Source: an optimization exercise on an open RTL-to-GDS flow (aim: small area and a short achievable clock period). Production flows keep margins and buffers that such runs may drop. In this exercise RTL edits were held to simulation tests only and were not proved equivalent to the original. The clock port is modelled as an ideal driver; clocking choices that lean on that would not hold on a real chip. Power is estimated from default activity; no workload was simulated.

File: flow/config.mk
export PLATFORM = sky130hd
export DESIGN_NAME = ALU_DESIGN
export DESIGN_NICKNAME = ALU_DESIGN
export VERILOG_FILES = /design/flow/design.v
export SDC_FILE = /design/flow/constraint.sdc
export NUM_CORES = 4
export LEC_CHECK = 0
export CAP_MARGIN = 20
export CORE_MARGIN = 2
export CORE_UTILIZATION = 40
export SETUP_SLACK_MARGIN = 2.35
export SLEW_MARGIN = 20
File: flow/constraint.sdc
create_clock -name core_clock -period 5.0 [get_ports {CLK}]
set_input_delay 1.0000 -clock core_clock [delete_from_list [all_inputs] [get_ports {CLK}]]
set_output_delay 1.0000 -clock core_clock [all_outputs]
set_load 0.01 [all_outputs]
File: flow/design.v
module ALU_DESIGN #(parameter DW = 8, CW = 4)(INP_VALID,OPA,OPB,CIN,CLK,RST,CMD,CE,MODE,COUT,OFLOW,RES,G,E,L,ERR);
  input [DW-1:0] OPA,OPB;
  input CLK,RST,CE,MODE,CIN;
  input [CW-1:0] CMD;
  input [1:0] INP_VALID;
  output reg [DW+1:0] RES;
  output reg COUT;
  output reg OFLOW;
  output reg G;
  output reg E;
  output reg L;
  output reg ERR;
  reg [7:0] A, B;
  reg [3:0] C;
  reg [4:0] W;
  reg VA, VB;
  reg [7:0] P, Q;
  always @(posedge CLK) begin
    if (INP_VALID[0]) A <= OPA;
    if (INP_VALID[1]) B <= OPB;
    if (|INP_VALID) C <= CMD;
  end
  always @(posedge CLK) begin
    if (RST) begin
      VA <= 1'b0;
      VB <= 1'b0;
    end else begin
      if (INP_VALID[0]) VA <= 1'b1;
      if (INP_VALID[1]) VB <= 1'b1;
    end
  end
  always @(posedge CLK) begin
    if (|INP_VALID)
      W[3:0] <= 4'd0;
    else if ((VA ^ VB) && !W[4])
      W[3:0] <= W[3:0] + 4'd1;
  end
  always @(posedge CLK) begin
    if (RST || (|INP_VALID))
      W[4] <= 1'b0;
    else if ((VA ^ VB) && (&W[3:0]))
      W[4] <= 1'b1;
  end
  wire timeout_err = !RST && W[4] && (INP_VALID == 2'b10 || (INP_VALID == 2'b01 && VB));
  wire c0  = (C == 4'd0);
  wire c1  = (C == 4'd1);
  wire c2  = (C == 4'd2);
  wire c3  = (C == 4'd3);
  wire c4  = (C == 4'd4);
  wire c5  = (C == 4'd5);
  wire c6  = (C == 4'd6);
  wire c7  = (C == 4'd7);
  wire c8  = (C == 4'd8);
  wire c9  = (C == 4'd9);
  wire c10 = (C == 4'd10);
  wire c11 = (C == 4'd11);
  wire c12 = (C == 4'd12);
  wire c13 = (C == 4'd13);
  wire xa    = C[3] ? C[0] : ~(C[2] & C[1]);
  wire x1    = ~C[3] & C[2] & C[1] & ~C[0];
  wire xp    = C[3] & C[1] & ~C[0];
  wire ybsel = ~C[3] & ~(C[2] & ~C[1]);
  wire yinv  = ~C[2] & C[0];
  wire y1    = ~C[3] & C[2] & ~C[1] & C[0];
  wire ci    = c1 | c7 | c10 | (c2 & CIN) | (c3 & ~CIN);
  wire [7:0] xl = ({8{xa}} & A) | ({8{xp}} & P) | {8{x1}};
  wire [7:0] yl = ({8{ybsel}} & (B ^ {8{yinv}})) | {8{y1}} | ({8{xp}} & ~Q);
  wire xh = x1;
  wire yh = (ybsel & yinv) | y1 | xp;
  wire [9:0] xx = {xh, xh, xl};
  wire [9:0] yy = {yh, yh, yl};
  wire [9:0] sxy = xx + yy;
  wire [9:0] pr = xx ^ yy;
  wire [9:0] cxy = sxy ^ pr;
  wire [9:0] pa;
  genvar gp;
  generate for (gp = 0; gp < 10; gp = gp + 1) begin : g_pa
    if (gp == 0) begin : g0
      assign pa[0] = 1'b1;
    end else begin : gn
      assign pa[gp] = &pr[gp-1:0];
    end
  end endgenerate
  wire [9:0] sum = pr ^ (cxy | (pa & {10{ci}}));
  wire a_lt_b = A < B;
  wire a_eq_b = A == B;
  wire [63:0] pp;
  genvar gi, gj;
  generate for (gi = 0; gi < 8; gi = gi + 1) begin : g_pp
    for (gj = 0; gj < 8; gj = gj + 1) begin : g_ppj
      assign pp[gi*8+gj] = P[gi] & Q[gj];
    end
  end endgenerate
  wire t1 = pp[6] ^ pp[13];
  wire t2 = pp[6] & pp[13];
  wire t3 = pp[7] ^ pp[14] ^ pp[21];
  wire t4 = (pp[7] & pp[14]) | (pp[7] & pp[21]) | (pp[14] & pp[21]);
  wire t5 = pp[28] ^ pp[35];
  wire t6 = pp[28] & pp[35];
  wire t7 = pp[15] ^ pp[22] ^ pp[29];
  wire t8 = (pp[15] & pp[22]) | (pp[15] & pp[29]) | (pp[22] & pp[29]);
  wire t9 = pp[36] ^ pp[43];
  wire t10 = pp[36] & pp[43];
  wire t11 = pp[23] ^ pp[30] ^ pp[37];
  wire t13 = pp[4] ^ pp[11];
  wire t14 = pp[4] & pp[11];
  wire t15 = pp[5] ^ pp[12] ^ pp[19];
  wire t16 = (pp[5] & pp[12]) | (pp[5] & pp[19]) | (pp[12] & pp[19]);
  wire t17 = pp[26] ^ pp[33];
  wire t18 = pp[26] & pp[33];
  wire t19 = pp[20] ^ pp[27] ^ pp[34];
  wire t20 = (pp[20] & pp[27]) | (pp[20] & pp[34]) | (pp[27] & pp[34]);
  wire t21 = pp[41] ^ pp[48] ^ t1;
  wire t22 = (pp[41] & pp[48]) | (pp[41] & t1) | (pp[48] & t1);
  wire t23 = pp[42] ^ pp[49] ^ pp[56];
  wire t24 = (pp[42] & pp[49]) | (pp[42] & pp[56]) | (pp[49] & pp[56]);
  wire t25 = t3 ^ t5 ^ t2;
  wire t26 = (t3 & t5) | (t3 & t2) | (t5 & t2);
  wire t27 = pp[50] ^ pp[57] ^ t7;
  wire t28 = (pp[50] & pp[57]) | (pp[50] & t7) | (pp[57] & t7);
  wire t29 = t9 ^ t4 ^ t6;
  wire t30 = (t9 & t4) | (t9 & t6) | (t4 & t6);
  wire t31 = pp[44] ^ pp[51] ^ pp[58];
  wire t33 = t11 ^ t8 ^ t10;
  wire t35 = pp[3] ^ pp[10];
  wire t36 = pp[3] & pp[10];
  wire t37 = pp[18] ^ pp[25] ^ pp[32];
  wire t38 = (pp[18] & pp[25]) | (pp[18] & pp[32]) | (pp[25] & pp[32]);
  wire t39 = pp[40] ^ t15 ^ t17;
  wire t40 = (pp[40] & t15) | (pp[40] & t17) | (t15 & t17);
  wire t41 = t19 ^ t21 ^ t16;
  wire t42 = (t19 & t21) | (t19 & t16) | (t21 & t16);
  wire t43 = t23 ^ t25 ^ t20;
  wire t44 = (t23 & t25) | (t23 & t20) | (t25 & t20);
  wire t45 = t27 ^ t29 ^ t24;
  wire t46 = (t27 & t29) | (t27 & t24) | (t29 & t24);
  wire t47 = t31 ^ t33 ^ t28;
  wire t49 = pp[2] ^ pp[9];
  wire t50 = pp[2] & pp[9];
  wire t51 = pp[17] ^ pp[24] ^ t35;
  wire t52 = (pp[17] & pp[24]) | (pp[17] & t35) | (pp[24] & t35);
  wire t53 = t13 ^ t37 ^ t36;
  wire t54 = (t13 & t37) | (t13 & t36) | (t37 & t36);
  wire t55 = t14 ^ t39 ^ t38;
  wire t56 = (t14 & t39) | (t14 & t38) | (t39 & t38);
  wire t57 = t18 ^ t41 ^ t40;
  wire t58 = (t18 & t41) | (t18 & t40) | (t41 & t40);
  wire t59 = t22 ^ t43 ^ t42;
  wire t60 = (t22 & t43) | (t22 & t42) | (t43 & t42);
  wire t61 = t26 ^ t45 ^ t44;
  wire t62 = (t26 & t45) | (t26 & t44) | (t45 & t44);
  wire t63 = t30 ^ t47 ^ t46;
  wire [9:0] mr1 = {t63, t61, t59, t57, t55, t53, t51, pp[16], pp[1], pp[0]};
  wire [9:0] mr2 = {t62, t60, t58, t56, t54, t52, t50, t49, pp[8], 1'b0};
  wire [9:0] prod = mr1 + mr2;
  wire [7:0] pinc, qinc;
  genvar gq;
  generate for (gq = 0; gq < 8; gq = gq + 1) begin : g_inc
    if (gq == 0) begin : g0
      assign pinc[0] = ~A[0];
      assign qinc[0] = ~B[0];
    end else begin : gn
      assign pinc[gq] = A[gq] ^ (&A[gq-1:0]);
      assign qinc[gq] = B[gq] ^ (&B[gq-1:0]);
    end
  end endgenerate
  wire lt0 = c1 | c3 | c5 | c6 | c7;
  wire lt1 = c1 | c4 | c6;
  wire lt2 = c1 | c4 | c7 | c8;
  wire lt3 = c0 | c5 | c8;
  wire [7:0] lfun = (A & B & {8{lt3}}) | (A & ~B & {8{lt2}}) | (~A & B & {8{lt1}}) | (~A & ~B & {8{lt0}});
  wire [7:0] lres = lfun |
      ({8{c9}}  & {A[6:0], 1'b0}) |
      ({8{c10 | c11}} & {B[6:0], 1'b0}) |
      {7'd0, c2 & (|A) & (|B)};
  wire s0 = B[0];
  wire s1 = B[1] ^ (C[0] & B[0]);
  wire s2 = B[2] ^ (C[0] & (B[1] | B[0]));
  wire [7:0] r1 = s0 ? {A[6:0], A[7]} : A;
  wire [7:0] r2 = s1 ? {r1[5:0], r1[7:6]} : r1;
  wire [7:0] r3 = s2 ? {r2[3:0], r2[7:4]} : r2;
  wire [7:0] lrot = (c12 | c13) ? r3 : 8'd0;
  reg Z;
  wire ma = MODE & ~RST;
  wire ml = ~MODE & ~RST;
  wire [9:0] ares =
      ({10{~C[3] | (c10 & ~Z)}} & sum) |
      ({10{c9 & ~Z}} & prod);
  wire [9:0] res_n = ({10{ma}} & ares) | {2'b00, {8{ml}} & (lres | lrot)};
  wire cout_n  = ma & (c0 | c2) & sum[8];
  wire oflow_n = ma & (c1 | c3) & a_lt_b;
  wire e_n     = ma & c8 & a_eq_b;
  wire g_n     = ma & c8 & ~a_lt_b & ~a_eq_b;
  wire l_n     = ma & c8 & a_lt_b;
  wire err_n   = ml & c12 & (|B[7:4]);
  wire upd = CE & (RST | (VA & VB));
  always @(posedge CLK) begin
    if (upd) begin
      RES   <= res_n;
      COUT  <= cout_n;
      OFLOW <= oflow_n;
      G     <= g_n;
      E     <= e_n;
      L     <= l_n;
    end
  end
  always @(posedge CLK) begin
    if (timeout_err)
      ERR <= 1'b1;
    else if (upd)
      ERR <= err_n;
  end
  wire pq_upd = CE & ~RST & VA & VB & MODE & (c9 | c10);
  always @(posedge CLK) begin
    if (CE & RST)
      Z <= 1'b1;
    else if (pq_upd)
      Z <= 1'b0;
  end
  always @(posedge CLK) begin
    if (pq_upd) begin
      P <= c9 ? pinc : {A[6:0], 1'b0};
      Q <= c9 ? qinc : B;
    end
  end
endmodule
File: flow/flow/run.sh
#!/bin/bash
# Layout flow: the standard ORFS flow (standard.sh), with two changes:
#  - synthesis is the standard script (synth_recipe.tcl, ORFS synth.tcl) except
#    that full/half-adder extraction is off (ADDER_MAP_FILE empty) and the
#    final ABC mapping runs flow/syn.abc instead of ORFS's speed script;
#    the registers are unchanged (same passes up to dfflibmap);
#  - the port buffers are sky130_fd_sc_hd__buf_2 cells instead of the
#    default delay cells;
#  - after CTS, flow/skew.tcl delays the clock of the output registers
#    (useful skew for the register-to-register paths into them).
set -uo pipefail
W=$(pwd)
{
  head -n 1 synth_recipe.tcl
  cat <<EOT
proc abc {args} {
  set i [lsearch \$args -script]
  lset args [expr {\$i + 1}] $W/flow/syn.abc
  puts "flow/run.sh: abc \$args"
  yosys abc {*}\$args
}
EOT
  tail -n +2 synth_recipe.tcl
} > my_synth.tcl
bash standard.sh SYNTH_SCRIPT=$W/my_synth.tcl ADDER_MAP_FILE= \
  "BUFFER_PORTS_ARGS=-buffer_cell sky130_fd_sc_hd__buf_2" \
  "CTS_ARGS=-sink_clustering_enable -repair_clock_nets -dont_use_dummy_load" \
  POST_CTS_TCL=$W/flow/skew.tcl finish > flow_standard.log 2>&1
rc=$?
cp -r orfs/logs flow_orfs_logs 2>/dev/null
exit $rc
File: flow/flow/skew.tcl
# Useful skew between registers: the output registers (RES and the flags)
# get their clock later than the registers that feed them (the second
# group, P and Q, has an empty chain here). Each group of
# target registers on one clock-tree leaf net gets a chain of delay cells.
proc skew_esc {s} { return [string map {[ \\[ ] \\]} $s] }
set skew_rx [list {^(RES\[[0-9]+\]|COUT|OFLOW|G|E|L|ERR)\$_} {^(P|Q)\[[0-9]+\]\$_}]
set skew_chain [list {sky130_fd_sc_hd__clkdlybuf4s50_1 sky130_fd_sc_hd__clkbuf_4} {}]
array unset skew_grp
foreach cell [get_cells *] {
  set name [get_full_name $cell]
  for {set gi 0} {$gi < 2} {incr gi} {
    if {[regexp [lindex $skew_rx $gi] $name]} {
      set pin [get_pins -quiet "[skew_esc $name]/CLK"]
      if {$pin eq ""} { continue }
      set net [get_full_name [get_nets -of_objects $pin]]
      lappend skew_grp([list $net $gi]) $pin
    }
  }
}
set nins 0
foreach key [lsort [array names skew_grp]] {
  lassign $key net gi
  set chain [lindex $skew_chain $gi]
  set curnet $net
  foreach bc $chain {
    set pins $skew_grp($key)
    insert_buffer -buffer_cell $bc -net [get_nets [skew_esc $curnet]] -load_pins $pins
    incr nins
    set curnet [get_full_name [get_nets -of_objects [lindex $pins 0]]]
  }
  puts "skew: group $gi on $net: [llength $skew_grp($key)] registers, now on $curnet"
}
puts "skew: inserted $nins cells"
# The skew must not be what makes the input paths meet timing: from here on
# the repair sees CIN and MODE, whose paths end mostly at the delayed
# registers, arriving later by more than the skew.
set_input_delay 1.85 -clock [get_clocks core_clock] [get_ports {CIN MODE}]
detailed_placement
estimate_parasitics -placement
repair_timing_helper
detailed_placement
check_placement -verbose
File: flow/flow/syn.abc
strash
dch
map -D 2000
strash
dch
map -D 2000
topo
buffer -c
upsize -c -D 2000
dnsize -c -D 2000
stime -c
File: flow/standard.sh
#!/bin/bash
# synth_recipe.tcl (not shown) runs the flow's synth.tcl, then flattens the netlist and writes it again
# the make line also repeats each setting of config.mk as NAME=value (left out here)
make -C /OpenROAD-flow-scripts/flow DESIGN_CONFIG=/design/flow/config.mk WORK_HOME=/design/flow/orfs CLKGATE_MAP_FILE= SYNTH_SCRIPT=/design/flow/synth_recipe.tcl "${@:-finish}"
==> flow_summary.yaml, run 1 <==
run_status:
  status: "finished clean"
clock_tree:
  numClockSinks: 60
  clkTransAtPathRegs_ns: 0.08
  cts_tree: "done"
  insertion_delay_ns: 0.95
routing:
  drt_iter0_drc: 429
  routed_wl_um: 17390
  final_antenna_net_count: 0
  drc: 0
  firstDrtPassIters: 5
  vias: 5890
  vias_per_cell: 5.520
  wl_per_cell_um: 16.30
sta:
  setup_viol: 0
  fmax_mhz: 346.1
  worst_slew_pin_slew_ns: 0.7720
  min_period_over_period_pct: 57.79
  min_period_ns: 2.889
  hold_viol_final: 0
  slew_headroom_pct: 48.06
  worst_slack_ns: 2.111
  skew_ns: 0.6298
  setup-tns-final_ns: 0
  slew_viol_final: 0
  grt_setup_unrepaired: "true"
cells_and_area:
  drive_gt1_share_pct: 21.21
  antennaDiodeCount: 0
  layout.cells.non_filler: 1067
  nets: 920
  multi_input_area_sq_um: 3475
  area_delta_synth_final_pct: 22.67
  fillers: 1390
  seqCellArea_sq_um: 1712
yosys:
  synth_area_per_cell_sq_um: 6.866
  ys_top_cells_by_count: "176 x nand2_1, 109 x nor2_1, 98 x inv_1"
  synth.top_cell.area_share_pct: 27.88
  yosysMostFrequentCell: "nand2_1"
  synth_nets: 827
  yosys-top-cells-area: "edfxtp_1 28%, nand2_1 12%, nor2_1 7.4%"
  ys_seq_area_share_pct: 31.16
  synth.cell_area_sq_um: 5493
  synth_seq_cells: 60
  synth_cell_types: 65
  async_flop_share_pct: 0
  synthCells: 800
  synth_warnings: 1
  synth_edf_count: 51
  synth_area_leader_cell: "edfxtp_1"
  synth_ff_type: "edfxtp_1"
global_route:
  grt-ovfl-total: 0
  antenna_found_initial: 0
  track_usage_pct: 24.65
  grt_max_degree: 20
  grt_pass1_vias: 5765
  grt_pass1_wl_um: 28320
setup_path:
  critPathMaxStageDelay_ns: 0.25
  critPathKind: "primary input to flop"
  path_cells: "buf_6 -> a21oi_2 -> a2111o_1 -> inv_2 -> or2_4 -> nor2_4 -> nand3_2 -> nor2_2 -> nand2_1 -> nand2_2 -> nand2_2 -> a31o_1 -> o21ai_2 -> a21oi_1 -> a21oi_2 -> o22ai_2"
  worstSetupEndpointType: "flop"
  cp.arrival_ns: 3.58
  startpoint_type: "primary input"
  cp.required_ns: 5.69
  critPathSlowestCell: "or2_4"
  critical_path.max_fanout: 2
job:
  cap_violations: 0
floorplan:
  die_w_um: 121.2
  die-area_sq_um: 14690
  core_sq_um: 13350
  fp.dieH_um: 121.2
  row_count: 42
  pin_count: 43
  start_util_pct: 41.15
place:
  place_hpwl_um: 12900
  dp_cells: 1000
  portBuffers: 42
  place_ws_ns: 1.771
  place.gp.congestion: 0.9507
pwr:
  power_density_nw_per_um2: 246.4
  p_leak_nw: 3.067
  vdd_drop_max_v: 0.0002410
min_path:
  min_path_type: "flop to flop"
==> critical path, delay by kind of cell <==
| family | cells | cell delay, ns |
|---|---|---|
| compound gates | 7 | 0.83 |
| simple gates | 7 | 0.74 |
| buf+inv | 2 | 0.14 |
==> final cells by class <==
type	count	share of cell area, %
timing repair buffer	95	9.601
sequential	60	25.40
inverter	107	6.035
multi-input combinational	614	51.57
tap	176	3.268
==> per-layer routing <==
layer  global-route usage [%]  routed length (um)
met1                    29.96                7438
met2                    41.99                8147
met3                    4.793                1030
met4                    11.42                 777
met5                        0                   0
==> logic make-up after synthesis <==
family                 share of synthesized area, %
AND/OR/NAND/NOR                               32.26
AO/OA/AOI/OAI                                 20.55
XOR/XNOR                                      6.856
flip-flops                                    31.16
buffers and inverters                         9.180
==> worst paths after layout <==
path | startpoint | cells after the start | slack (ns) | to
max reg2reg | C[2]$_DFFE_PP_ | 9 | 2.56 | Q[7]$_DFFE_PP_
min | VB$_SDFFE_PP0P_ | 4 | 0.08 | ERR$_SDFFE_PP1P_
min reg2reg | VB$_SDFFE_PP0P_ | 4 | 0.08 | ERR$_SDFFE_PP1P_
max | CIN | 16 | 2.11 | RES[7]$_DFFE_PP_
==> flip-flops by register name, summed over array words and instances, names as in the netlist, 4 cells and up <==
signal / cells
Q: 8
B: 8
A: 8
C: 4
P: 8
RES: 10
W: 5
==> report_power, final <==
part	internal (mW)	switching (mW)	leakage (nW)
Sequential	0.576	0.0245	0.561
Clock	0.378	0.204	0.136
Combinational	0.169	0.309	2.37
==> cell usage in the layout, fill, tap and decap left out, types with 4 or more instances in the layout <==
cell type	synthesis	final
a22oi_1	7	6
o21ai_0	45	40
nor2_1	109	104
o21ai_1	3	7
clkbuf_16	0	9
nor4_1	6	5
o22ai_1	19	18
nand3_2	4	9
or2_1	4	4
o32ai_1	4	4
clkinv_1	4	4
inv_1	98	94
nor2_2	3	7
xnor2_1	16	15
buf_4	1	46
nand2_1	176	166
a31oi_1	5	5
edfxtp_1	51	51
dfxtp_1	9	9
nand3_1	32	26
xor2_1	27	26
nand2_4	1	4
nand2_2	6	13
inv_2	4	7
a32oi_1	4	4
buf_6	1	5
o221ai_1	9	8
buf_2	10	41
nor3_1	21	18
o21ai_2	5	5
a21oi_1	43	41
nand4_1	21	21
==> per-stage QoR <==
stage          hold slack (ns)  instance area [sq um]  power (mW)  util (%)
2_1_floorplan           0.4397                   5499      0.9085         -
3_3_place_gp            0.4591                   5837       1.035     43.73
3_5_place_dp            0.4633                   5837       1.031     43.73
5_1_grt                 0.1644                   6738       1.746     50.48
6_report               0.07843                   6738       1.660     50.48
==> inputs of run 2 (changes only) <==
--- a/flow/flow/skew.tcl
+++ b/flow/flow/skew.tcl
@@ -36,3 +36,3 @@
 # registers, arriving later by more than the skew.
-set_input_delay 1.85 -clock [get_clocks core_clock] [get_ports {CIN MODE}]
+set_input_delay 1.75 -clock [get_clocks core_clock] [get_ports {CIN MODE}]
 detailed_placement
==> run 2 against run 1 <==
Still clean on timing, DRC and antenna. Global-route usage stayed put. Synthesized cell count unchanged. Sequential share of layout area barely moved. Flip-flop and latch count unchanged. Critical path type unchanged. Critical endpoint unchanged.
==> flow_summary.yaml, run 2 <==
floorplan:
  core_sq_um: 13350
  die_w_um: 121.2
  row_count: 42
  die-area_sq_um: 14690
  pin_count: 43
  start_util_pct: 41.15
  fp.dieH_um: 121.2
clock_tree:
  cts_tree: "done"
  clkTransAtPathRegs_ns: 0.09
  insertion_delay_ns: 0.95
  numClockSinks: 60
yosys:
  ys_top_cells_by_count: "176 x nand2_1, 109 x nor2_1, 98 x inv_1"
  synth_area_leader_cell: "edfxtp_1"
  synth.top_cell.area_share_pct: 27.88
  async_flop_share_pct: 0
  synth_warnings: 1
  synthCells: 800
  synth_ff_type: "edfxtp_1"
  ys_seq_area_share_pct: 31.16
  yosys-top-cells-area: "edfxtp_1 28%, nand2_1 12%, nor2_1 7.4%"
  synth_edf_count: 51
  synth_nets: 827
  synth.cell_area_sq_um: 5493
  synth_cell_types: 65
  synth_area_per_cell_sq_um: 6.866
  yosysMostFrequentCell: "nand2_1"
  synth_seq_cells: 60
sta:
  setup-tns-final_ns: 0
  worst_slew_pin_slew_ns: 0.7739
  skew_ns: 0.6312
  fmax_mhz: 359.0
  grt_setup_unrepaired: "true"
  hold_viol_final: 0
  min_period_ns: 2.786
  slew_viol_final: 0
  min_period_over_period_pct: 55.71
  setup_viol: 0
  slew_headroom_pct: 47.93
pwr:
  vdd_drop_max_v: 0.0002410
  power_density_nw_per_um2: 246.7
  p_leak_nw: 3.067
cells_and_area:
  nets: 920
  drive_gt1_share_pct: 21.10
  final_common_cell: "nand2_1"
  area_delta_synth_final_pct: 22.55
  postLayoutCoreUtil_pct: 50.43
  largest_reg_flops: 10
  mostFrequentLayoutCells: "166 x nand2_1, 105 x nor2_1, 94 x inv_1"
  largest-register: "RES"
  antennaDiodeCount: 0
setup_path:
  worstSetupEndpointType: "flop"
  cp.required_ns: 5.69
  critPathKind: "primary input to flop"
  cp.arrival_ns: 3.47
  critical_path.max_fanout: 2
  startpoint_type: "primary input"
routing:
  vias_per_cell: 5.508
  vias: 5877
  drc: 0
  firstDrtPassIters: 5
  final_antenna_net_count: 0
  drt_iter0_drc: 448
  routed_wl_um: 17440
  wl_per_cell_um: 16.34
global_route:
  track_usage_pct: 24.65
  grt_pass1_vias: 5765
  antenna_found_initial: 0
  grt_pass1_wl_um: 28320
  grt-ovfl-total: 0
  grt_max_degree: 20
run_status:
  status: "finished clean"
place:
  portBuffers: 42
  place_hpwl_um: 12900
  place.gp.congestion: 0.9507
min_path:
  min_path_type: "flop to flop"
job:
  cap_violations: 0
[run 2: layer usage]
layer,GRT usage (%),vias to the layer above,routed length [um]
met3,4.793,55,1045
met4,11.42,0,765
met1,29.96,2691,7463
li1,-,2923,-
met2,41.99,208,8161
met5,0,-,0
[run 2: area by class of cell]
type / instances / area [sq um]
multi-input combinational: 614 / 3472
timing repair buffer: 95 / 643.1
sequential: 60 / 1712
fill: 1390 / 6616
tap: 176 / 220.2
inverter: 107 / 406.6
[run 2: cell families after synthesis]
family	share of synthesized area [%]
buf+inv	9.180
flops	31.16
simple gates	32.26
xor+xnor	6.856
compound gates	20.55
[run 2: where the power goes]
group | total (mW) | internal [mW] | switching, mW
clock network | 0.582 | 0.378 | 0.205
logic | 0.478 | 0.169 | 0.309
registers | 0.600 | 0.576 | 0.0244
total | 1.66 | 1.12 | 0.538
[run 2: final timing paths]
check	slack, ns	cells after the start	to	start
max	2.21	16	RES[7]$_DFFE_PP_	CIN
min	0.08	4	ERR$_SDFFE_PP1P_	VB$_SDFFE_PP0P_
max reg2reg	2.57	9	Q[7]$_DFFE_PP_	C[2]$_DFFE_PP_
min reg2reg	0.08	4	ERR$_SDFFE_PP1P_	VB$_SDFFE_PP0P_
[run 2: stage by stage]
| stage | setup WS [ns] | hold slack (ns) | power (mW) | cells | area (sq um) |
|---|---|---|---|---|---|
| 3_5_place_dp | 1.771 | 0.4633 | 1.031 | 1000 | 5837 |
| 2_1_floorplan | 2.297 | 0.4397 | 0.9085 | 800 | 5499 |
| 5_1_grt | 2.106 | 0.1644 | 1.746 | 1067 | 6731 |
| 3_3_place_gp | 1.773 | 0.4591 | 1.035 | 1000 | 5837 |
| 6_report | 2.214 | 0.07889 | 1.661 | 1067 | 6731 |
[run 2: worst max-delay path, stage by stage]
cell	delay, ns
buf_6	0.10
a21oi_2	0.11
a2111o_1	0.11
inv_2	0.04
or2_4	0.25
nor2_4	0.09
nand3_2	0.08
nor2_2	0.12
nand2_1	0.08
nand2_2	0.07
nand2_2	0.05
a31o_1	0.21
o21ai_2	0.14
a21oi_1	0.07
a21oi_2	0.13
o22ai_2	0.07
==> inputs of run 3 (changes only) <==
--- a/flow/flow/skew.tcl
+++ b/flow/flow/skew.tcl
@@ -36,3 +36,3 @@
 # registers, arriving later by more than the skew.
-set_input_delay 1.75 -clock [get_clocks core_clock] [get_ports {CIN MODE}]
+set_input_delay 1.95 -clock [get_clocks core_clock] [get_ports {CIN MODE}]
 detailed_placement
--- a/flow/config.mk
+++ b/flow/config.mk
@@ -10,3 +10,3 @@
 export CORE_UTILIZATION = 40
-export SETUP_SLACK_MARGIN = 2.35
+export SETUP_SLACK_MARGIN = 2.3
 export SLEW_MARGIN = 20
==> run 3 against run 2 <==
Still clean. Global-route usage fell by 0.15 points. Via count rose by 0.39%. First-iteration DRC count rose by 11%. Sequential power rose by 0.8%. Synthesized area did not move. Die area did not move. Wire length rose by 0.74%. Worst setup slack got worse by 0.21 ns. Critical path depth did not move.
==> flow_summary.yaml, run 3 <==
cells_and_area:
  largest-register: "RES"
  area_delta_synth_final_pct: 23.33
  final_common_cell: "nand2_1"
  largest_reg_flops: 10
  drive_gt1_share_pct: 21.69
  mostFrequentLayoutCells: "165 x nand2_1, 102 x nor2_1, 95 x inv_1"
  nets: 919
  antennaDiodeCount: 0
yosys:
  synthCells: 800
  synth_area_leader_cell: "edfxtp_1"
  synth_ff_type: "edfxtp_1"
  synth_seq_cells: 60
  yosys-top-cells-area: "edfxtp_1 28%, nand2_1 12%, nor2_1 7.4%"
  synth_nets: 827
  ys_top_cells_by_count: "176 x nand2_1, 109 x nor2_1, 98 x inv_1"
  synth_cell_types: 65
  synth_warnings: 1
  async_flop_share_pct: 0
  ys_seq_area_share_pct: 31.16
  synth.top_cell.area_share_pct: 27.88
  synth_edf_count: 51
  synth_area_per_cell_sq_um: 6.866
  yosysMostFrequentCell: "nand2_1"
  synth.cell_area_sq_um: 5493
global_route:
  grt_pass1_vias: 5781
  grt_max_degree: 20
  grt_pass1_wl_um: 28190
  antenna_found_initial: 0
  grt-ovfl-total: 0
  track_usage_pct: 24.50
sta:
  hold_viol_final: 0
  worst_slew_pin_slew_ns: 0.8246
  min_period_over_period_pct: 59.97
  min_period_ns: 2.998
  fmax_mhz: 333.5
  setup_viol: 0
  slew_headroom_pct: 44.52
  slew_viol_final: 0
  skew_ns: 0.6289
  worst_slack_ns: 2.002
  setup-tns-final_ns: 0
  grt_setup_unrepaired: "true"
pwr:
  p_clk_share_pct: 34.7
  p_seq_share_pct: 36.2
  internal_power_mw: 1.132
  power_density_nw_per_um2: 247.1
  power.share.combinational_pct: 29.1
  swShare_pct: 32.33
  power.switching_mw: 0.5412
  p_leak_nw: 3.073
  vdd_drop_max_v: 0.0001804
min_path:
  min_from: "VB$_SDFFE_PP0P_"
  min_path_type: "flop to flop"
  hold_depth: 4
floorplan:
  row_count: 42
  die_w_um: 121.2
  die-area_sq_um: 14690
  start_util_pct: 41.15
  core_sq_um: 13350
  fp.dieH_um: 121.2
  pin_count: 43
setup_path:
  cp.buffers_inverters: 2
  path_delay_family: "compound AO/OA/AOI/OAI gates"
  crit_path_start: "CIN"
  critPathKind: "primary input to flop"
  critPathSlowestCell: "or2_4"
  regToRegSetupSlack_ns: 2.54
  worstSetupEndpointType: "flop"
  path_cells: "buf_6 -> a21oi_2 -> a2111o_1 -> inv_1 -> or2_4 -> nor2_4 -> nand3_2 -> nor2_2 -> nand2_1 -> nand2_2 -> nand2_2 -> a31o_1 -> o21ai_2 -> a21oi_1 -> a21oi_2 -> o22ai_2"
  cp.depth: 16
  startpoint_type: "primary input"
  cp.arrival_ns: 3.69
  critPathMaxStageDelay_ns: 0.26
  critical_path.max_fanout: 3
  rr_startpoint: "C[1]$_DFFE_PP_"
  cp.required_ns: 5.69
  reg2reg_depth: 8
clock_tree:
  cts_tree: "done"
  clkTransAtPathRegs_ns: 0.09
  numClockSinks: 60
  insertion_delay_ns: 0.95
place:
  portBuffers: 42
  place_ws_ns: 1.747
  place_hpwl_um: 12820
  place.gp.congestion: 0.9477
run_status:
  status: "finished clean"
routing:
  drc: 0
  final_antenna_net_count: 0
  wl_per_cell_um: 16.48
  drt_iter0_drc: 498
  vias: 5900
  firstDrtPassIters: 6
  routed_wl_um: 17570
  vias_per_cell: 5.535
job:
  cap_violations: 0
-- run 3: cell counts after synthesis --
Identical to the previous run, type by type.
-- run 3: worst min-delay path, stage by stage, from the launching register on --
cell     delay (ns)
dfxtp_1        0.30
inv_1          0.08
o21ai_0        0.10
nand4_1        0.08
nand3_1        0.07
-- run 3: power by group through the flow --
stage	clock network (mW)	logic (mW)	registers, mW
2_1_floorplan	0	0.302	0.606
3_3_place_gp	0	0.416	0.618
3_5_place_dp	0	0.412	0.618
5_1_grt	0.616	0.532	0.608
6_report	0.581	0.487	0.605
-- run 3: layout make-up --
cell class | count | area, sq um
tap | 176 | 220.2
fill | 1341 | 6574
timing repair buffer | 94 | 656.9
multi-input combinational | 614 | 3501
inverter | 107 | 406.6
sequential | 60 | 1712
-- run 3: metal layers --
metal | up-vias | wire length, um | track usage, %
li1 | 2917 | - | -
met1 | 2650 | 7422 | 29.63
met2 | 264 | 8200 | 41.33
met3 | 69 | 1022 | 3.571
met4 | 0 | 920 | 14.37
met5 | - | 0 | 0
-- run 3: worst paths after layout --
kind / to
max: RES[7]$_DFFE_PP_
min: ERR$_SDFFE_PP1P_
max reg2reg: Q[7]$_DFFE_PP_
min reg2reg: ERR$_SDFFE_PP1P_
-- run 3: cell families after synthesis --
| family | after synthesis | synth area share, % |
|---|---|---|
| AO/OA/AOI/OAI | 172 | 20.55 |
| XOR/XNOR | 43 | 6.856 |
| buffers and inverters | 126 | 9.180 |
| flip-flops | 60 | 31.16 |
| AND/OR/NAND/NOR | 399 | 32.26 |
-- run 3: through the flow --
| stage | instance area (sq um) | utilization [%] | total power, mW | std cells | hold slack [ns] |
|---|---|---|---|---|---|
| after global routing | 6774 | 50.75 | 1.757 | 1066 | 0.1430 |
| after detailed placement | 5833 | 43.70 | 1.030 | 1000 | 0.4681 |
| after floorplan | 5495 | - | 0.9081 | 800 | 0.4397 |
| after global placement | 5833 | 43.70 | 1.034 | 1000 | 0.4662 |
| final | 6774 | 50.75 | 1.674 | 1066 | 0.08119 |
==> inputs of run 4 (changes only) <==
--- a/flow/flow/skew.tcl
+++ b/flow/flow/skew.tcl
@@ -6,3 +6,3 @@
 set skew_rx [list {^(RES\[[0-9]+\]|COUT|OFLOW|G|E|L|ERR)\$_} {^(P|Q)\[[0-9]+\]\$_}]
-set skew_chain [list {sky130_fd_sc_hd__clkdlybuf4s50_1 sky130_fd_sc_hd__clkbuf_4} {}]
+set skew_chain [list {sky130_fd_sc_hd__clkdlybuf4s25_1 sky130_fd_sc_hd__clkbuf_4} {}]
 array unset skew_grp
@@ -36,3 +36,3 @@
 # registers, arriving later by more than the skew.
-set_input_delay 1.95 -clock [get_clocks core_clock] [get_ports {CIN MODE}]
+set_input_delay 1.65 -clock [get_clocks core_clock] [get_ports {CIN MODE}]
 detailed_placement
==> run 4 against run 3 <==
Worst setup slack gained 0.082 ns. Power shrank 0.56%. Synthesized cell count is the same. Utilization shrank 0.39 points. Via count shrank 1.1%. Sequential power is essentially flat. Sequential share of layout area grew 0.20 points. Combinational power is essentially flat. Synthesized area is the same.
==> flow_summary.yaml, run 4 <==
sta:
  worst_slew_pin_slew_ns: 0.8542
  setup-tns-final_ns: 0
  slew_viol_final: 0
  slew_headroom_pct: 42.53
  fmax_mhz: 342.9
  min_period_over_period_pct: 58.33
  hold_viol_final: 0
  skew_ns: 0.4037
  grt_setup_unrepaired: "true"
  worst_hold_slack_ns: 0.1504
  min_period_ns: 2.917
  setup_viol: 0
global_route:
  grt_max_degree: 20
  antenna_found_initial: 0
  grt-ovfl-total: 0
  grt_pass1_vias: 5791
  grt_pass1_wl_um: 28200
  track_usage_pct: 24.49
pwr:
  power_density_nw_per_um2: 247.6
  vdd_drop_max_v: 0.0001803
  total_power_mw: 1.664
  p_leak_nw: 3.056
cells_and_area:
  drive_gt1_share_pct: 21.28
  mostFrequentLayoutCells: "165 x nand2_1, 103 x nor2_1, 95 x inv_1"
  postLayoutCoreUtil_pct: 50.36
  largest-register: "RES"
  design_area_sq_um: 6721
  area_delta_synth_final_pct: 22.37
  antennaDiodeCount: 0
  final_common_cell: "nand2_1"
  fillers: 1347
  nets: 917
  largest_reg_flops: 10
setup_path:
  critPathKind: "primary input to flop"
  path_cells: "buf_6 -> a21oi_2 -> a2111o_1 -> inv_1 -> or2_4 -> nor2_4 -> nand3_2 -> nor2_2 -> nand2_1 -> nand2_2 -> nand2_2 -> a31o_1 -> o21ai_2 -> a21oi_1 -> a21oi_2 -> o22ai_2"
  cp.required_ns: 5.46
  cp.arrival_ns: 3.38
  worstSetupEndpointType: "flop"
  critPathMaxStageDelay_ns: 0.26
  critPathSlowestCell: "or2_4"
  critical_path.max_fanout: 3
  startpoint_type: "primary input"
yosys:
  synthXorXnorAreaFrac_pct: 6.856
  synth_compound_gate_area_share_pct: 20.55
  synth_cell_types: 65
  synth-adder-area-share_pct: 0
  synth.cell_area_sq_um: 5493
  synth_seq_cells: 60
  yosysMostFrequentCell: "nand2_1"
  synth_warnings: 1
  synth_area_per_cell_sq_um: 6.866
  synth_top_family_by_area: "simple AND/OR/NAND/NOR gates"
  synthMuxAreaShare_pct: 0
  ys_seq_area_share_pct: 31.16
  synth_area_leader_cell: "edfxtp_1"
  yosys-top-cells-area: "edfxtp_1 28%, nand2_1 12%, nor2_1 7.4%"
  async_flop_share_pct: 0
  synth_nets: 827
  synth_edf_count: 51
  ys_top_cells_by_count: "176 x nand2_1, 109 x nor2_1, 98 x inv_1"
  synth.top_cell.area_share_pct: 27.88
  synth_ff_type: "edfxtp_1"
  yosys.area_share.simple_pct: 32.26
  synthCells: 800
clock_tree:
  numClockSinks: 60
  cts_tree: "done"
  clkTransAtPathRegs_ns: 0.09
  insertion_delay_ns: 0.72
routing:
  vias: 5835
  vias_per_cell: 5.484
  wl_per_cell_um: 16.34
  drt_iter0_drc: 419
  firstDrtPassIters: 5
  final_antenna_net_count: 0
  drc: 0
  routed_wl_um: 17390
place:
  portBuffers: 42
  place_hpwl_um: 12820
  place_area_sq_um: 5833
  place.gp.congestion: 0.9477
floorplan:
  core_sq_um: 13350
  row_count: 42
  start_util_pct: 41.15
  die-area_sq_um: 14690
  pin_count: 43
  fp.dieH_um: 121.2
  die_w_um: 121.2
run_status:
  status: "finished clean"
min_path:
  min_path_type: "flop to flop"
job:
  cap_violations: 0
==> run 4: cell counts after synthesis <==
No cell type changed its count.
==> run 4: per-stage QoR <==
| step | cells | setup WS [ns] |
|---|---|---|
| floorplan | 800 | 2.277 |
| global placement | 1000 | 1.725 |
| detailed placement | 1000 | 1.747 |
| global route | 1064 | 1.978 |
| finish | 1064 | 2.083 |
==> run 4: final timing paths <==
check,startpoint,cells after the start,slack (ns),end
max,CIN,16,2.08,RES[7]$_DFFE_PP_
min,W[4]$_SDFFE_PP0P_,2,0.15,ERR$_SDFFE_PP1P_
max reg2reg,C[1]$_DFFE_PP_,16,2.37,RES[5]$_DFFE_PP_
min reg2reg,W[4]$_SDFFE_PP0P_,2,0.15,ERR$_SDFFE_PP1P_
==> run 4: routing by layer <==
metal,wire length (um),up-vias,GRT usage (%),share of wire [%]
met5,0,-,0,0
met4,922,0,14.37,5.3
met3,852,68,3.571,4.9
met2,8116,214,41.29,47
met1,7498,2646,29.63,43
li1,-,2907,-,-
==> run 4: cell families (layout without fill, tap and decap cells) <==
logic type                Yosys count  count (layout)
xor gates and xnor gates           43              43
buffers and inverters             126             214
AOI/OAI and AO/OA                 172             172
DFF                                60              60
and+or+nand+nor                   399             399
==> run 4: power breakdown <==
group | internal, mW | switching (mW) | total [mW]
Sequential | 0.576 | 0.0292 | 0.605
Clock | 0.370 | 0.203 | 0.573
Combinational | 0.178 | 0.309 | 0.486
==> run 4: final cells by class <==
type / instances / area (sq um) / share of cell area, %
tap: 176 / 220.2 / 3.276
sequential: 60 / 1712 / 25.47
multi-input combinational: 614 / 3477 / 51.73
inverter: 107 / 406.6 / 6.050
timing repair buffer: 92 / 628.1 / 9.345
==> run 4: critical path: cells and delay by family <==
kind / cells / cell delay [ns]
and+or+nand+nor: 7 / 0.73
buffers and inverters: 2 / 0.15
AOI/OAI and AO/OA: 7 / 0.84
==> inputs of run 5 (changes only) <==
--- a/flow/design.v
+++ b/flow/design.v
@@ -182,15 +182,12 @@
   wire [7:0] lrot = (c12 | c13) ? r3 : 8'd0;
-  reg Z;
-  wire ma = MODE & ~RST;
-  wire ml = ~MODE & ~RST;
   wire [9:0] ares =
-      ({10{~C[3] | (c10 & ~Z)}} & sum) |
-      ({10{c9 & ~Z}} & prod);
-  wire [9:0] res_n = ({10{ma}} & ares) | {2'b00, {8{ml}} & (lres | lrot)};
-  wire cout_n  = ma & (c0 | c2) & sum[8];
-  wire oflow_n = ma & (c1 | c3) & a_lt_b;
-  wire e_n     = ma & c8 & a_eq_b;
-  wire g_n     = ma & c8 & ~a_lt_b & ~a_eq_b;
-  wire l_n     = ma & c8 & a_lt_b;
-  wire err_n   = ml & c12 & (|B[7:4]);
+      ({10{~C[3] | c10}} & sum) |
+      ({10{c9}} & prod);
+  wire [9:0] res_n = MODE ? ares : {2'b00, lres | lrot};
+  wire cout_n  = MODE & (c0 | c2) & sum[8];
+  wire oflow_n = MODE & (c1 | c3) & a_lt_b;
+  wire e_n     = MODE & c8 & a_eq_b;
+  wire g_n     = MODE & c8 & ~a_lt_b & ~a_eq_b;
+  wire l_n     = MODE & c8 & a_lt_b;
+  wire err_n   = ~MODE & c12 & (|B[7:4]);
   wire upd = CE & (RST | (VA & VB));
@@ -198,8 +195,8 @@
     if (upd) begin
-      RES   <= res_n;
-      COUT  <= cout_n;
-      OFLOW <= oflow_n;
-      G     <= g_n;
-      E     <= e_n;
-      L     <= l_n;
+      RES   <= RST ? 10'd0 : res_n;
+      COUT  <= !RST & cout_n;
+      OFLOW <= !RST & oflow_n;
+      G     <= !RST & g_n;
+      E     <= !RST & e_n;
+      L     <= !RST & l_n;
     end
@@ -210,15 +207,9 @@
     else if (upd)
-      ERR <= err_n;
-  end
-  wire pq_upd = CE & ~RST & VA & VB & MODE & (c9 | c10);
-  always @(posedge CLK) begin
-    if (CE & RST)
-      Z <= 1'b1;
-    else if (pq_upd)
-      Z <= 1'b0;
-  end
+      ERR <= !RST & err_n;
+  end
+  wire pq_upd = CE & (RST | (VA & VB & MODE & (c9 | c10)));
   always @(posedge CLK) begin
     if (pq_upd) begin
-      P <= c9 ? pinc : {A[6:0], 1'b0};
-      Q <= c9 ? qinc : B;
+      P <= RST ? 8'd0 : (c9 ? pinc : {A[6:0], 1'b0});
+      Q <= RST ? 8'd0 : (c9 ? qinc : B);
     end
--- a/flow/flow/run.sh
+++ b/flow/flow/run.sh
@@ -1,7 +1,10 @@
 #!/bin/bash
-# Layout flow: the standard ORFS flow (standard.sh), with two changes:
+# Layout flow: the standard ORFS flow (standard.sh), with these changes:
 #  - synthesis is the standard script (synth_recipe.tcl, ORFS synth.tcl) except
-#    that full/half-adder extraction is off (ADDER_MAP_FILE empty) and the
-#    final ABC mapping runs flow/syn.abc instead of ORFS's speed script;
-#    the registers are unchanged (same passes up to dfflibmap);
+#    that full/half-adder extraction is off (ADDER_MAP_FILE empty), Yosys's
+#    quick ABC run inside synth is skipped (-noabc), and the final ABC
+#    mapping runs in two parts: the logic downstream of the CIN port (which
+#    arrives late) with flow/late.abc, the rest with flow/syn.abc, so that
+#    ABC cannot fold CIN into the start of the adder's carry chain; the
+#    registers are unchanged (same passes up to dfflibmap);
 #  - the port buffers are sky130_fd_sc_hd__buf_2 cells instead of the
@@ -15,7 +18,13 @@
   cat <<EOT
+proc synth {args} { yosys synth -nofsm -noshare -noabc {*}\$args }
 proc abc {args} {
   set i [lsearch \$args -script]
+  set g {\$_AND_,\$_OR_,\$_XOR_,\$_XNOR_,\$_MUX_,\$_NOT_,\$_NAND_,\$_NOR_,\$_ANDNOT_,\$_ORNOT_}
+  yosys select -set late w:CIN %co*:+\$g
   lset args [expr {\$i + 1}] $W/flow/syn.abc
-  puts "flow/run.sh: abc \$args"
-  yosys abc {*}\$args
+  puts "flow/run.sh: abc \$args * @late %d"
+  yosys abc {*}\$args * @late %d
+  lset args [expr {\$i + 1}] $W/flow/late.abc
+  puts "flow/run.sh: abc \$args @late"
+  yosys abc {*}\$args @late
 }
==> flow/flow/late.abc (new file) <==
strash
dch
map
topo
buffer -c
upsize -c
dnsize -c
stime -c
--- a/flow/flow/skew.tcl
+++ b/flow/flow/skew.tcl
@@ -6,3 +6,3 @@
 set skew_rx [list {^(RES\[[0-9]+\]|COUT|OFLOW|G|E|L|ERR)\$_} {^(P|Q)\[[0-9]+\]\$_}]
-set skew_chain [list {sky130_fd_sc_hd__clkdlybuf4s25_1 sky130_fd_sc_hd__clkbuf_4} {}]
+set skew_chain [list {sky130_fd_sc_hd__clkdlybuf4s50_1 sky130_fd_sc_hd__clkbuf_4} {}]
 array unset skew_grp
@@ -36,3 +36,3 @@
 # registers, arriving later by more than the skew.
-set_input_delay 1.65 -clock [get_clocks core_clock] [get_ports {CIN MODE}]
+set_input_delay 1.6 -clock [get_clocks core_clock] [get_ports {CIN MODE}]
 detailed_placement
--- a/flow/config.mk
+++ b/flow/config.mk
@@ -10,3 +10,3 @@
 export CORE_UTILIZATION = 40
-export SETUP_SLACK_MARGIN = 2.3
+export SETUP_SLACK_MARGIN = 2.45
 export SLEW_MARGIN = 20
==> run 5 against run 4 <==
Synthesized cell count increased by 8.1%. Combinational power increased by 83%. Via count increased by 7.6%. Hold slack lost 0.11 ns. Global-route usage is 0.080 points higher. Power up 27%. Flip-flop and latch count down 1. Wire length is 8.8% higher.
==> flow_summary.yaml, run 5 <==
setup_path:
  critPathMaxStageDelay_ns: 0.36
  critPathKind: "flop to output port"
  regToRegSetupSlack_ns: 2.62
  reg2reg_depth: 20
  cp.required_ns: 4.00
  worstSetupEndpointType: "output port"
  cp.arrival_ns: 1.47
  cp.buffers_inverters: 1
  critPathSlowestCell: "edfxtp_1"
  path_cells: "buf_2"
  startpoint_type: "flop"
  rr_startpoint: "C[3]$_DFFE_PP_"
  critical_path.max_fanout: 1
  path_delay_family: "flip-flops"
  r2r_end: "RES[9]$_SDFFCE_PP0P_"
cells_and_area:
  fillers: 1426
  largest_reg_flops: 10
  layout.cells.non_filler: 1155
  design_area_sq_um: 7345
  final_common_cell: "nand2_1"
  antennaDiodeCount: 0
  area_delta_synth_final_pct: 26.78
  nets: 1004
  drive_gt1_share_pct: 25.44
  mostFrequentLayoutCells: "156 x nand2_1, 112 x inv_1, 109 x nor2_1"
  largest-register: "RES"
min_path:
  min_path_type: "flop to flop"
  min_from: "W[4]$_SDFFE_PP0P_"
  hold_depth: 2
  min_to: "ERR$_SDFFE_PP1P_"
place:
  place_hpwl_um: 13930
  portBuffers: 42
  place.gp.congestion: 0.9870
  dp_cells: 1077
  place_area_sq_um: 6222
routing:
  wl_per_cell_um: 16.38
  routed_wl_um: 18920
  final_antenna_net_count: 0
  drc: 0
  vias_per_cell: 5.438
  firstDrtPassIters: 5
  drt_iter0_drc: 575
  vias: 6281
yosys:
  synth_area_per_cell_sq_um: 6.697
  ys_seq_area_share_pct: 29.20
  yosys-top-cells-area: "edfxtp_1 26%, nand2_1 11%, nor2_1 8.7%"
  synth.cell_area_sq_um: 5793
  synth.top_cell.area_share_pct: 26.44
  yosysMostFrequentCell: "nand2_1"
  synth_edf_count: 51
  synth_cell_types: 61
  synth_ff_type: "edfxtp_1"
  synth_warnings: 1
  synth_nets: 892
  synth_seq_cells: 59
  ys_top_cells_by_count: "163 x nand2_1, 134 x nor2_1, 126 x inv_1"
  async_flop_share_pct: 0
  synthCells: 865
  synth_area_leader_cell: "edfxtp_1"
sta:
  min_period_ns: 2.472
  setup-tns-final_ns: 0
  slew_headroom_pct: 36.66
  slew_viol_final: 0
  min_period_over_period_pct: 49.44
  grt_setup_unrepaired: "true"
  setup_viol: 0
  hold_viol_final: 0
  skew_ns: 0.6368
  fmax_mhz: 404.5
  worst_slew_pin_slew_ns: 0.9382
clock_tree:
  clkTransAtPathRegs_ns: 0.07
  cts_tree: "done"
  numClockSinks: 59
  insertion_delay_ns: 0.96
floorplan:
  die_w_um: 124.3
  core_sq_um: 13990
  start_util_pct: 41.41
  row_count: 43
  pin_count: 43
  die-area_sq_um: 15460
  fp.dieH_um: 124.3
run_status:
  status: "finished clean"
pwr:
  vdd_drop_max_v: 0.0001986
  p_leak_nw: 3.282
  power_density_nw_per_um2: 287.8
global_route:
  grt_pass1_vias: 6169
  grt_max_degree: 19
  grt_pass1_wl_um: 30710
  grt-ovfl-total: 0
  track_usage_pct: 24.57
  antenna_found_initial: 0
job:
  cap_violations: 0
## run 5: changes by cell type after synthesis, moves of 12 or more
cell	before	now
nand4_1	21	9
a21oi_1	43	58
nand3_1	32	56
inv_1	98	126
nand2_1	176	163
nor2_1	109	134
## run 5: logic make-up after synthesis
family	after synthesis	share of synthesized area, %
AO/OA/AOI/OAI	188	20.91
adder cells (fa/ha/maj)	2	0.4103
buffers and inverters	150	10.17
flip-flops	59	29.20
XOR/XNOR	36	6.069
multiplexers	8	1.382
AND/OR/NAND/NOR	422	31.86
## run 5: per-layer routing
layer	part of all wire (%)	up-vias	global-route usage, %
li1	-	3134	-
met1	44	2876	31.18
met5	0	-	0
met2	47	220	40.63
met3	6.1	51	5.284
met4	3.2	0	9.980
## run 5: final cells by class, clock buffers not listed
cell class              instances  area [sq um]  area share (%)
multi-input cells             656          3879           52.81
well taps                     180         225.2           3.066
repair buffers                105         709.4           9.659
inverters                     138         544.3           7.411
flip-flops and latches         59          1692           23.03
## run 5: how the worst max path moves through the flow
stage | slack (ns) | cells after the start | start | end
floorplan | 2.29 | 18 | C[2]$_DFFE_PP_ | RES[9]$_SDFFCE_PP0P_
global placement | 1.89 | 19 | C[0]$_DFFE_PP_ | RES[9]$_SDFFCE_PP0P_
detailed placement | 1.84 | 20 | C[0]$_DFFE_PP_ | RES[9]$_SDFFCE_PP0P_
global route | 2.44 | 20 | C[2]$_DFFE_PP_ | RES[9]$_SDFFCE_PP0P_
finish | 2.53 | 1 | G$_DFFE_PP_ | G
## run 5: through the flow
stage / utilization (%) / setup WS, ns / hold WS [ns] / power (mW)
finish: 52.50 / 2.528 / 0.04219 / 2.114
global route: 52.50 / 2.438 / 0.05969 / 2.249
detailed placement: 44.48 / 1.844 / 0.4704 / 1.338
global placement: 44.48 / 1.894 / 0.4788 / 1.335
floorplan: - / 2.291 / 0.4597 / 1.167
## run 5: report_power, final
group / total [mW] / leakage [nW] / switching [mW] / internal [mW]
registers: 0.609 / 0.564 / 0.0357 / 0.573
logic: 0.891 / 2.57 / 0.551 / 0.340
clock network: 0.615 / 0.145 / 0.215 / 0.400
total: 2.11 / 3.28 / 0.801 / 1.31
==> inputs of run 6 (changes only) <==
--- a/flow/config.mk
+++ b/flow/config.mk
@@ -10,3 +10,3 @@
 export CORE_UTILIZATION = 40
-export SETUP_SLACK_MARGIN = 2.45
+export SETUP_SLACK_MARGIN = 2.55
 export SLEW_MARGIN = 20
==> run 6 against run 5 <==
Still clean. Global-route usage shrank 0.21 points. Utilization grew 2.3 points. Register-to-register slack lost 0.04 ns. Worst setup slack lost 0.040 ns. Clock power is essentially flat. Largest cell class unchanged.
==> flow_summary.yaml, run 6 <==
pwr:
  p_leak_nw: 3.416
  swShare_pct: 38.31
  internal_power_mw: 1.334
  power_density_nw_per_um2: 282.2
  p_seq_share_pct: 28.2
  p_clk_share_pct: 28.4
  power.share.combinational_pct: 43.4
  vdd_drop_max_v: 0.0002083
  power.switching_mw: 0.8286
  total_power_mw: 2.163
yosys:
  ys_top_cells_by_count: "163 x nand2_1, 134 x nor2_1, 126 x inv_1"
  synth_area_per_cell_sq_um: 6.697
  synth-adder-area-share_pct: 0.4104
  synth.top_cell.area_share_pct: 26.44
  synthXorXnorAreaFrac_pct: 6.069
  synth_compound_gate_area_share_pct: 20.91
  async_flop_share_pct: 0
  synth_seq_cells: 59
  synth_cell_types: 61
  yosys.area_share.simple_pct: 31.86
  synth_warnings: 1
  synth_top_family_by_area: "simple AND/OR/NAND/NOR gates"
  yosys-top-cells-area: "edfxtp_1 26%, nand2_1 11%, nor2_1 8.7%"
  synthMuxAreaShare_pct: 1.382
  synth_area_leader_cell: "edfxtp_1"
  ys_seq_area_share_pct: 29.20
  yosysMostFrequentCell: "nand2_1"
  synth_edf_count: 51
  synthCells: 865
  synth.cell_area_sq_um: 5793
  synth_nets: 892
  synth_ff_type: "edfxtp_1"
floorplan:
  row_count: 43
  pin_count: 43
  die_w_um: 124.3
  die-area_sq_um: 15460
  start_util_pct: 41.41
  fp.dieH_um: 124.3
  core_sq_um: 13990
routing:
  drt_iter0_drc: 620
  routed_wl_um: 19560
  wl_per_cell_um: 16.64
  highest_layer: "met4"
  routed-wl-met2_um: 9116
  vias: 6489
  vias_per_cell: 5.523
  final_antenna_net_count: 0
  firstDrtPassIters: 5
  drc: 0
  wl_met3_um: 1375
  wl_met1_um: 8448
setup_path:
  critical_path.max_fanout: 1
  cp.arrival_ns: 1.51
  cp.required_ns: 4.00
  cp.buffers_inverters: 1
  worstSetupEndpointType: "output port"
  path_delay_family: "flip-flops"
  critPathMaxStageDelay_ns: 0.39
  critPathKind: "flop to output port"
  startpoint_type: "flop"
  path_cells: "buf_2"
  critPathSlowestCell: "edfxtp_1"
cells_and_area:
  layout.cells.non_filler: 1175
  nets: 1024
  largest_reg_flops: 10
  antennaDiodeCount: 0
  largest-register: "RES"
  area_delta_synth_final_pct: 32.31
  drive_gt1_share_pct: 29.05
  mostFrequentLayoutCells: "150 x nand2_1, 116 x inv_1, 110 x nor2_1"
  final_common_cell: "nand2_1"
global_route:
  grt-ovfl-total: 0
  antenna_found_initial: 0
  grt_pass1_wl_um: 30350
  grt_max_degree: 19
  grt_pass1_vias: 6092
  track_usage_pct: 24.36
sta:
  grt_setup_unrepaired: "true"
  slew_viol_final: 0
  min_period_over_period_pct: 50.25
  min_period_ns: 2.512
  setup-tns-final_ns: 0
  fmax_mhz: 398.0
  worst_slew_pin_slew_ns: 0.8885
  slew_headroom_pct: 40.02
  skew_ns: 0.6432
  hold_viol_final: 0
  setup_viol: 0
run_status:
  status: "finished clean"
clock_tree:
  cts_tree: "done"
  insertion_delay_ns: 0.97
  clkTransAtPathRegs_ns: 0.10
  numClockSinks: 59
job:
  cap_violations: 0
place:
  place_hpwl_um: 13850
  dp_cells: 1076
  portBuffers: 42
  place.gp.congestion: 1.014
min_path:
  min_path_type: "flop to flop"
## run 6: logic make-up (layout without fill, tap and decap cells)
group                      after synthesis  in the layout
xor gates and xnor gates                36             36
buffers and inverters                  150            278
muxes                                    8              8
and+or+nand+nor                        422            424
DFF                                     59             59
adders and majority gates                2              2
AOI/OAI and AO/OA                      188            188
## run 6: worst paths after layout
path | start | to | slack [ns] | cells after the start
hold / removal | W[4]$_SDFFE_PP0P_ | ERR$_SDFFE_PP1P_ | 0.03 | 2
setup reg to reg | C[3]$_DFFE_PP_ | RES[9]$_SDFFCE_PP0P_ | 2.58 | 16
hold reg to reg | W[4]$_SDFFE_PP0P_ | ERR$_SDFFE_PP1P_ | 0.03 | 2
setup / recovery | G$_DFFE_PP_ | G | 2.49 | 1
## run 6: power groups by stage
stage                     registers [mW]  clock network (mW)  logic [mW]
after global placement             0.626                   0       0.716
final                              0.611               0.614       0.938
after detailed placement           0.627                   0       0.718
after floorplan                    0.608                   0       0.564
after global routing               0.613               0.655        1.03
## run 6: per-stage QoR
step	hold slack [ns]	setup slack, ns	instance area [sq um]	util (%)
final	0.02540	2.488	7665	54.79
after global routing	0.04195	2.363	7665	54.79
after detailed placement	0.4750	1.814	6238	44.60
after global placement	0.4846	1.924	6238	44.60
after floorplan	0.4597	2.291	5866	-
## run 6: cell type report, clock buffers not listed
type	count	area, sq um
Timing Repair Buffer	123	838.3
Tap cell	180	225.2
Fill cell	1345	6324
Sequential cell	59	1692
Multi-Input combinational cell	658	4081
Inverter	138	533.0
## run 6: tightest hold or removal path, delay by kind of cell, from the launching register on
family          cells  cell delay, ns
compound gates      2            0.22
flops               1            0.35
## run 6: per-layer routing
| layer | vias to the layer above | global-route usage, % |
|---|---|---|
| li1 | 3182 | - |
| met1 | 2949 | 32.04 |
| met5 | - | 0 |
| met2 | 299 | 40.28 |
| met4 | 0 | 7.997 |
| met3 | 59 | 4.639 |
==> inputs of run 7 (changes only) <==
==> flow/flow/late.abc (replaced) <==
strash
dch
map -D 2000
strash
dch
map -D 2000
topo
buffer -c
upsize -c -D 2000
dnsize -c -D 2000
stime -c
--- a/flow/config.mk
+++ b/flow/config.mk
@@ -10,3 +10,3 @@
 export CORE_UTILIZATION = 40
-export SETUP_SLACK_MARGIN = 2.55
+export SETUP_SLACK_MARGIN = 2.3
 export SLEW_MARGIN = 20
==> run 7 against run 6 <==
Still clean on timing, DRC and antenna. Fmax fell by 1.5%. Synthesized area decreased by 3.8%. Wire length is 7.2% lower. First-iteration DRC count down 6.3%. Critical path depth rose by 17. Critical path type is now flop to flop.
==> flow_summary.yaml, run 7 <==
pwr:
  total_power_mw: 2.042
  vdd_drop_max_v: 0.0002069
  power_density_nw_per_um2: 297.5
  p_leak_nw: 3.044
min_path:
  min_path_type: "flop to flop"
routing:
  drc: 0
  final_antenna_net_count: 0
  drt_iter0_drc: 581
  vias: 6047
  wl_per_cell_um: 16.63
  routed_wl_um: 18140
  firstDrtPassIters: 8
  vias_per_cell: 5.543
place:
  place.gp.congestion: 0.9513
  place_hpwl_um: 13670
  portBuffers: 42
global_route:
  grt_pass1_wl_um: 28690
  grt-ovfl-total: 0
  track_usage_pct: 25.10
  antenna_found_initial: 1
  grt_pass1_vias: 5711
  grt_max_degree: 19
setup_path:
  worstSetupEndpointType: "flop"
  critical_path.max_fanout: 4
  critPathMaxStageDelay_ns: 0.43
  path_cells: "buf_6 -> nand2_1 -> nor2_4 -> buf_4 -> a221oi_2 -> a21oi_2 -> buf_4 -> buf_4 -> buf_4 -> buf_4 -> buf_4 -> buf_4 -> buf_4 -> buf_4 -> a21oi_1 -> xnor2_1 -> a211oi_1 -> nor2_1"
  critPathKind: "flop to flop"
  crit_top_cell: "buf_4"
  startpoint_type: "flop"
  cp.buffers_inverters: 10
  cp.required_ns: 5.69
  path_delay_family: "buffers and inverters"
  cp.arrival_ns: 3.24
  critPathSlowestCell: "edfxtp_1"
sta:
  min_period_ns: 2.550
  setup_viol: 0
  min_period_over_period_pct: 50.99
  slew_headroom_pct: 39.28
  hold_viol_final: 0
  slew_viol_final: 0
  grt_setup_unrepaired: "false"
  fmax_mhz: 392.2
  worst_slew_pin_slew_ns: 0.8994
  skew_ns: 0.6070
  worst_hold_slack_ns: 0.04864
  setup-tns-final_ns: 0
clock_tree:
  numClockSinks: 59
  insertion_delay_ns: 0.93
  clkTransAtPathRegs_ns: 0.07
  cts_tree: "done"
cells_and_area:
  drive_gt1_share_pct: 21.76
  mostFrequentLayoutCells: "151 x nand2_1, 119 x nor2_1, 93 x inv_1"
  postLayoutCoreUtil_pct: 49.82
  largest-register: "RES"
  final_common_cell: "nand2_1"
  largest_reg_flops: 10
  nets: 939
  area_delta_synth_final_pct: 23.07
floorplan:
  fp.dieH_um: 122.1
  core_sq_um: 13770
  row_count: 43
  start_util_pct: 40.48
  die-area_sq_um: 14900
  die_w_um: 122.1
  pin_count: 43
run_status:
  status: "finished clean"
yosys:
  synth_compound_gate_area_share_pct: 21.01
  synth_area_leader_cell: "edfxtp_1"
  synth-adder-area-share_pct: 0.4264
  synth_ff_type: "edfxtp_1"
  synth.cell_area_sq_um: 5575
  synth_warnings: 1
  synth_nets: 838
  synthMuxAreaShare_pct: 1.436
  async_flop_share_pct: 0
  synthCells: 811
  yosysMostFrequentCell: "nand2_1"
  ys_seq_area_share_pct: 30.34
  synthXorXnorAreaFrac_pct: 7.563
  synth_seq_cells: 59
  synth_cell_types: 60
  synth_top_family_by_area: "simple AND/OR/NAND/NOR gates"
  ys_top_cells_by_count: "153 x nand2_1, 134 x nor2_1, 101 x inv_1"
  synth_edf_count: 51
  yosys-top-cells-area: "edfxtp_1 27%, nand2_1 10%, nor2_1 9.0%"
  synth.top_cell.area_share_pct: 27.47
  yosys.area_share.simple_pct: 30.63
  synth_area_per_cell_sq_um: 6.875
job:
  cap_violations: 0
==> run 7: worst reg2reg max path, delay by kind of cell (launching register included) <==
family	cells	cell delay [ns]
and+or+nand+nor	3	0.24
xor gates and xnor gates	1	0.08
AOI/OAI and AO/OA	4	0.86
buffers and inverters	10	1.30
DFF	1	0.43
==> run 7: stage by stage <==
step	cells	setup slack (ns)	instance area, sq um
2_1_floorplan	811	2.282	5627
5_1_grt	1090	2.203	6859
6_report	1091	2.450	6862
3_5_place_dp	1024	1.801	6023
3_3_place_gp	1024	1.896	6023
==> run 7: layout make-up, clock buffers not listed <==
cell class                 count  area, sq um
tap                          180        225.2
timing repair buffer          93        600.6
fill                        1413         6912
antenna                        1        2.502
inverter                     113        439.2
sequential                    59         1692
multi-input combinational    628         3607
==> run 7: cell families after synthesis <==
group / count (synthesis)
and+or+nand+nor: 392
AOI/OAI and AO/OA: 182
buffers and inverters: 124
DFF: 59
xor gates and xnor gates: 44
muxes: 8
adders and majority gates: 2
==> run 7: path summary, 6_finish.rpt <==
path	to	cells after the start	startpoint	slack, ns
worst max-delay path	RES[1]$_SDFFCE_PP0P_	18	C[3]$_DFFE_PP_	2.45
worst min-delay path	ERR$_SDFFE_PP1P_	2	W[4]$_SDFFE_PP0P_	0.05
worst max register to register	RES[1]$_SDFFCE_PP0P_	18	C[3]$_DFFE_PP_	2.45
worst min register to register	ERR$_SDFFE_PP1P_	2	W[4]$_SDFFE_PP0P_	0.05
==> run 7: power breakdown <==
group	leakage [nW]	internal, mW	switching (mW)	total [mW]
clock	0.145	0.400	0.212	0.612
sequential	0.564	0.573	0.0360	0.609
combinational	2.33	0.311	0.509	0.821
==> run 7: routing by layer <==
metal  vias to the layer above  global-route usage (%)  wire [um]
li1                       2965                       -          -
met1                      2767                   32.11       7859
met2                       269                   41.62       8476
met3                        46                   5.431       1247
met4                         0                   9.195        556
met5                         -                       0          0

[static timing again, ports no longer ideal]
In the flow no input, the clock included, has a driving cell. The finished layouts below were timed again as built, in two steps.
Step 1 sets driving cells, clkbuf_16 on the clock port and buf_2 on the other inputs (assumed; they add their load-dependent delay and slew).
Step 2, shift: input delay + t, output delay - t, t = (earliest + latest rising clock arrival at the registers) / 2. This alone moves slack from input paths to output paths.
a / b / c = ideal / step 1 / step 2; a / b = the first two.
run	shift t [ns]	setup slack, ns	clock arrival spread, ns	worst data-port slew with drivers (ns)	pins driven straight from the clock port
run 5	0.686	2.528 / 2.484 / 2.145	0.637 / 0.637	0.03	1
run 6	0.685	2.488 / 2.447 / 2.153	0.644 / 0.643	0.03	1
run 7	0.672	2.450 / 2.450 / 2.027	0.607 / 0.607	0.03	1
Clock arrivals are far apart in every run listed, so t is only a midpoint there and step 2 fits no single register. For run 7, which loses most, drivers alone change the setup slack by 0.000 ns; drivers and shift together by -0.423 ns.
